Source: an optimization exercise on an open RTL-to-GDS flow (aim: small area and a short achievable clock period). Production flows keep margins and buffers that such runs may drop. In this exercise RTL edits were held to simulation tests only and were not proved equivalent to the original.

red:
Design fir, start of the top module:
module fir (
input [15:0] signal,
input clk,
output [15:0] out,
output [15:0] f1,
output [31:0] f2,f3,f4,
output [15:0] fo1
);
For scale: roughly 2200 cells after synthesis, roughly 330 flip-flops, ~160 I/O pins, about 21000 um^2 of cells after synthesis.
export LEC_CHECK = 0
export ABC_AREA = 1
export CAP_MARGIN = 20
export CORE_MARGIN = 2
export CORE_UTILIZATION = 40
export SLEW_MARGIN = 20
export SYNTH_HIERARCHICAL = 1
create_clock -name core_clock -period 30.0 [get_ports {clk}]
standard.sh (not shown) runs the stock make flow with config.mk's settings and CLKGATE_MAP_FILE= SYNTH_SCRIPT=/design/flow/synth_recipe.tcl, a recipe that flattens the netlist after the stock synthesis.
==> flow/flow/run.sh <==
#!/bin/bash
# The standard layout (the standard.sh); flow/ports.tcl runs after global
# placement (port buffers, flip-flop drive), and clock tree synthesis gets its
# arguments from CTS_ARGS.
bash standard.sh DONT_BUFFER_PORTS=1 POST_GLOBAL_PLACE_TCL="$PWD/flow/ports.tcl" \
  CTS_ARGS="-sink_clustering_enable -repair_clock_nets -sink_clustering_size 40 -sink_clustering_max_diameter 60 -dont_use_dummy_load" finish > standard.log 2>&1
==> flow/flow/ports.tcl <==
# Run right after global placement.
# Port buffering in place of ORFS's own buffer_ports: every input but the clock
# gets a buf_4, every output a buf_1.
buffer_ports -inputs -buffer_cell sky130_fd_sc_hd__buf_4
buffer_ports -outputs -buffer_cell sky130_fd_sc_hd__buf_1
# Stronger flip-flops (same cell, drive 4) for the registers that start the
# paths to the outputs, whose Q pins carry the largest loads.
foreach inst [get_cells *] {
  if {[regexp {^(s1|u)\[[0-9]+\]\$_DFF_P_$} [get_full_name $inst]] && [get_property $inst ref_name] eq "sky130_fd_sc_hd__dfxtp_1"} {
    replace_cell $inst sky130_fd_sc_hd__dfxtp_4
  }
}
No stage failed in red, and the final checks on the layout all came back clean.
[inputs] blue vs red
# red
export LEC_CHECK = 0
export ABC_AREA = 1
export CAP_MARGIN = 20
export CORE_MARGIN = 2
export CORE_UTILIZATION = 40
export SLEW_MARGIN = 20
export SYNTH_HIERARCHICAL = 1
create_clock -name core_clock -period 30.0 [get_ports {clk}]
# blue
export LEC_CHECK = 0
export ABC_AREA = 1
export CAP_MARGIN = 20
export CORE_MARGIN = 2
export CORE_UTILIZATION = 60
export PLACE_DENSITY = 0.75
export SLEW_MARGIN = 20
export SYNTH_HIERARCHICAL = 1
create_clock -name core_clock -period 30.0 [get_ports {clk}]
==> flow/flow/run.sh <==
#!/bin/bash
# The standard layout (the standard.sh); flow/ports.tcl runs after global
# placement (port buffers, flip-flop drive), and clock tree synthesis gets its
# arguments from CTS_ARGS.
bash standard.sh DONT_BUFFER_PORTS=1 POST_GLOBAL_PLACE_TCL="$PWD/flow/ports.tcl" \
  CTS_ARGS="-sink_clustering_enable -repair_clock_nets -sink_clustering_size 20 -sink_clustering_max_diameter 40 -dont_use_dummy_load -sink_clustering_buffer sky130_fd_sc_hd__clkbuf_8" finish > standard.log 2>&1
==> flow/flow/ports.tcl <==
# Run right after global placement.
# Port buffering in place of ORFS's own buffer_ports: every input but the clock
# gets a buf_4, every output a buf_1; the sign and exponent inputs, which fan out
# across the whole input shifter, get a buf_8 instead.
buffer_ports -inputs -buffer_cell sky130_fd_sc_hd__buf_4
buffer_ports -outputs -buffer_cell sky130_fd_sc_hd__buf_1
set block [ord::get_db_block]
foreach b {10 11 12 13 14 15} {
  foreach it [[[$block findBTerm "signal\[$b\]"] getNet] getITerms] {
    replace_cell [get_cells [[$it getInst] getName]] sky130_fd_sc_hd__buf_8
  }
}
# Stronger flip-flops (same cell, drive 4) for the registers that start the
# paths to the outputs, whose Q pins carry the largest loads.
foreach inst [get_cells *] {
  if {[regexp {^(n|s1|u)\[[0-9]+\]\$_DFF_P_$} [get_full_name $inst]] && [get_property $inst ref_name] eq "sky130_fd_sc_hd__dfxtp_1"} {
    replace_cell $inst sky130_fd_sc_hd__dfxtp_4
  }
}
==> comparison <==
- Diff red -> blue | total of clock buffers placed in the layout | increase of 16
- The well-tap cell count number comes out higher for red vs blue.
- Between red and blue, the final core utilization is higher for blue.
- Post-CTS clock slew at the launch and capture registers of the worst setup and hold paths across red and blue: no real change.
- [compare] base=red new=blue: maximum level of the CTS H-tree now larger, amount of wire on met3 after detailed routing now larger, wire length of the first global-routing pass now smaller, die area now smaller.
> inputs changed (blue -> green)
# blue
export LEC_CHECK = 0
export ABC_AREA = 1
export CAP_MARGIN = 20
export CORE_MARGIN = 2
export CORE_UTILIZATION = 60
export PLACE_DENSITY = 0.75
export SLEW_MARGIN = 20
export SYNTH_HIERARCHICAL = 1
create_clock -name core_clock -period 30.0 [get_ports {clk}]
# green
export LEC_CHECK = 0
export ABC_AREA = 1
export CAP_MARGIN = 20
export CORE_MARGIN = 2
export CORE_UTILIZATION = 40
export SLEW_MARGIN = 20
export SYNTH_HIERARCHICAL = 1
create_clock -name core_clock -period 30.0 [get_ports {clk}]
==> flow/flow/run.sh <==
#!/bin/bash
# The standard layout (the standard.sh); flow/ports.tcl runs after global
# placement (port buffers, flip-flop drive), and clock tree synthesis gets its
# arguments from CTS_ARGS.
bash standard.sh DONT_BUFFER_PORTS=1 POST_GLOBAL_PLACE_TCL="$PWD/flow/ports.tcl" \
  CTS_ARGS="-sink_clustering_enable -repair_clock_nets -sink_clustering_size 40 -sink_clustering_max_diameter 60 -dont_use_dummy_load" finish > standard.log 2>&1
==> flow/flow/ports.tcl <==
# Run right after global placement.
# Port buffering in place of ORFS's own buffer_ports: every input but the clock
# gets a buf_4, every output a buf_1.
buffer_ports -inputs -buffer_cell sky130_fd_sc_hd__buf_4
buffer_ports -outputs -buffer_cell sky130_fd_sc_hd__buf_1
# Stronger flip-flops (same cell, drive 4) for the registers that start the
# paths to the outputs, whose Q pins carry the largest loads.
foreach inst [get_cells *] {
  if {[regexp {^(n\[1[1-9]\]|s1\[[0-9]+\]|u\[[0-9]+\])\$_DFF_P_$} [get_full_name $inst]] && [get_property $inst ref_name] eq "sky130_fd_sc_hd__dfxtp_1"} {
    replace_cell $inst sky130_fd_sc_hd__dfxtp_4
  }
}
Notes after the runs:
Relative to blue, the die area measured on green has increased by more than a quarter.
NOTE: global-route usage in green falls short of that of blue
green — routed length on met3 about 50% lower, blue as reference
Worst clock skew (green over blue): decrease, 0.0092 ns
CTS buffer count: blue and green compared, lower one is green
Compared with blue, in green setup slack went down by 0.16 ns; detailed-route via count fell 1.7%.
Chip width: green > blue
The inputs of orange differ from those of green as listed below.
# green
export LEC_CHECK = 0
export ABC_AREA = 1
export CAP_MARGIN = 20
export CORE_MARGIN = 2
export CORE_UTILIZATION = 40
export SLEW_MARGIN = 20
export SYNTH_HIERARCHICAL = 1
create_clock -name core_clock -period 30.0 [get_ports {clk}]
# orange
export LEC_CHECK = 0
export ABC_AREA = 1
export CAP_MARGIN = 20
export CORE_MARGIN = 2
export CORE_UTILIZATION = 60
export PLACE_DENSITY = 0.75
export SLEW_MARGIN = 20
export SYNTH_HIERARCHICAL = 1
create_clock -name core_clock -period 30.0 [get_ports {clk}]
==> flow/flow/ports.tcl <==
# Run right after global placement.
# Port buffering in place of ORFS's own buffer_ports: every input but the clock
# gets a buf_4, every output a buf_1; the sign and exponent inputs, which fan out
# across the whole input shifter, get a buf_8 instead.
buffer_ports -inputs -buffer_cell sky130_fd_sc_hd__buf_4
buffer_ports -outputs -buffer_cell sky130_fd_sc_hd__buf_1
set block [ord::get_db_block]
foreach b {10 11 12 13 14 15} {
  foreach it [[[$block findBTerm "signal\[$b\]"] getNet] getITerms] {
    replace_cell [get_cells [[$it getInst] getName]] sky130_fd_sc_hd__buf_8
  }
}
# Stronger flip-flops (same cell, drive 2) for the registers that start the
# paths to the outputs, whose Q pins carry the largest loads.
foreach inst [get_cells *] {
  if {[regexp {^(n|s1|u)\[[0-9]+\]\$_DFF_P_$} [get_full_name $inst]] && [get_property $inst ref_name] eq "sky130_fd_sc_hd__dfxtp_1"} {
    replace_cell $inst sky130_fd_sc_hd__dfxtp_2
  }
}
### Flow results
- The core outline area number comes out higher for green vs orange.
- orange ends up with a number of placed instances, taps included that is 230 lower than in green.
- Area used by sequential logic in the layout: orange vs green down 1.0%
- In the metrics for green and orange, the one carrying the higher multi-input logic portion of the cell area is orange.
- orange against green: number of clock buffer instances in the layout down about 16%, critical path depth went down.
diff inputs: orange => purple
# orange
export LEC_CHECK = 0
export ABC_AREA = 1
export CAP_MARGIN = 20
export CORE_MARGIN = 2
export CORE_UTILIZATION = 60
export PLACE_DENSITY = 0.75
export SLEW_MARGIN = 20
export SYNTH_HIERARCHICAL = 1
create_clock -name core_clock -period 30.0 [get_ports {clk}]
# purple
export LEC_CHECK = 0
export ABC_AREA = 1
export CAP_MARGIN = 20
export CORE_MARGIN = 2
export CORE_UTILIZATION = 50
export PLACE_DENSITY = 0.65
export SLEW_MARGIN = 20
export SYNTH_HIERARCHICAL = 1
create_clock -name core_clock -period 30.0 [get_ports {clk}]
-- flow/flow/ports.tcl --
<<< orange, line 11
  }
}
# Stronger flip-flops (same cell, drive 2) for the registers that start the
# paths to the outputs, whose Q pins carry the largest loads.
foreach inst [get_cells *] {
  if {[regexp {^(n|s1|u)\[[0-9]+\]\$_DFF_P_$} [get_full_name $inst]] && [get_property $inst ref_name] eq "sky130_fd_sc_hd__dfxtp_1"} {
    replace_cell $inst sky130_fd_sc_hd__dfxtp_2
  }
}
>>> purple, line 11
  }
}
# Stronger flip-flops (same cell, drive 4) for the registers that start the
# paths to the outputs, whose Q pins carry the largest loads.
foreach inst [get_cells *] {
  if {[regexp {^(n|s1|u)\[[0-9]+\]\$_DFF_P_$} [get_full_name $inst]] && [get_property $inst ref_name] eq "sky130_fd_sc_hd__dfxtp_1"} {
    replace_cell $inst sky130_fd_sc_hd__dfxtp_4
  }
}
## What came out
- purple finished every step from synthesis to the final layout, and the layout passed the timing, DRC and antenna checks.
- Going from orange to purple, overall die area grew by more than 10%.
- In the metrics for orange and purple, the one carrying the higher layout filler cell count is purple.
- Summary of purple over orange: overall die width higher, utilization fell 9.7 points, multi-input gate share of the layout cell area lower.

-- static timing again, ports no longer ideal --
How much do the figures lean on ideal ports? The routed layouts below were timed once more, with nothing changed but the port constraints. Step 1 sets driving cells, clkbuf_16 on the clock port and buf_2 on the other inputs (assumed; they add their load-dependent delay and slew). Step 2 times the ports against the registers' clock, not the clock port: input delays grow and output delays shrink by t, the midpoint of the rising clock arrivals with the driver on. Three values: ideal, step 1, step 2; two values: the first two.
run | t (ns) | setup slack, ns | worst setup path after step 2
red | 0.611 | 21.060 / 21.009 / 20.568 | input to register
blue | 0.555 | 21.288 / 21.303 / 20.748 | input to register
green | 0.615 | 21.130 / 21.162 / 20.547 | input to register
orange | 0.591 | 21.277 / 21.223 / 20.744 | input to register
purple | 0.605 | 21.326 / 21.286 / 20.735 | input to register
After both steps setup and hold are still met in every run listed. For purple, which loses most, drivers alone change the setup slack by -0.040 ns; drivers and shift together by -0.591 ns.
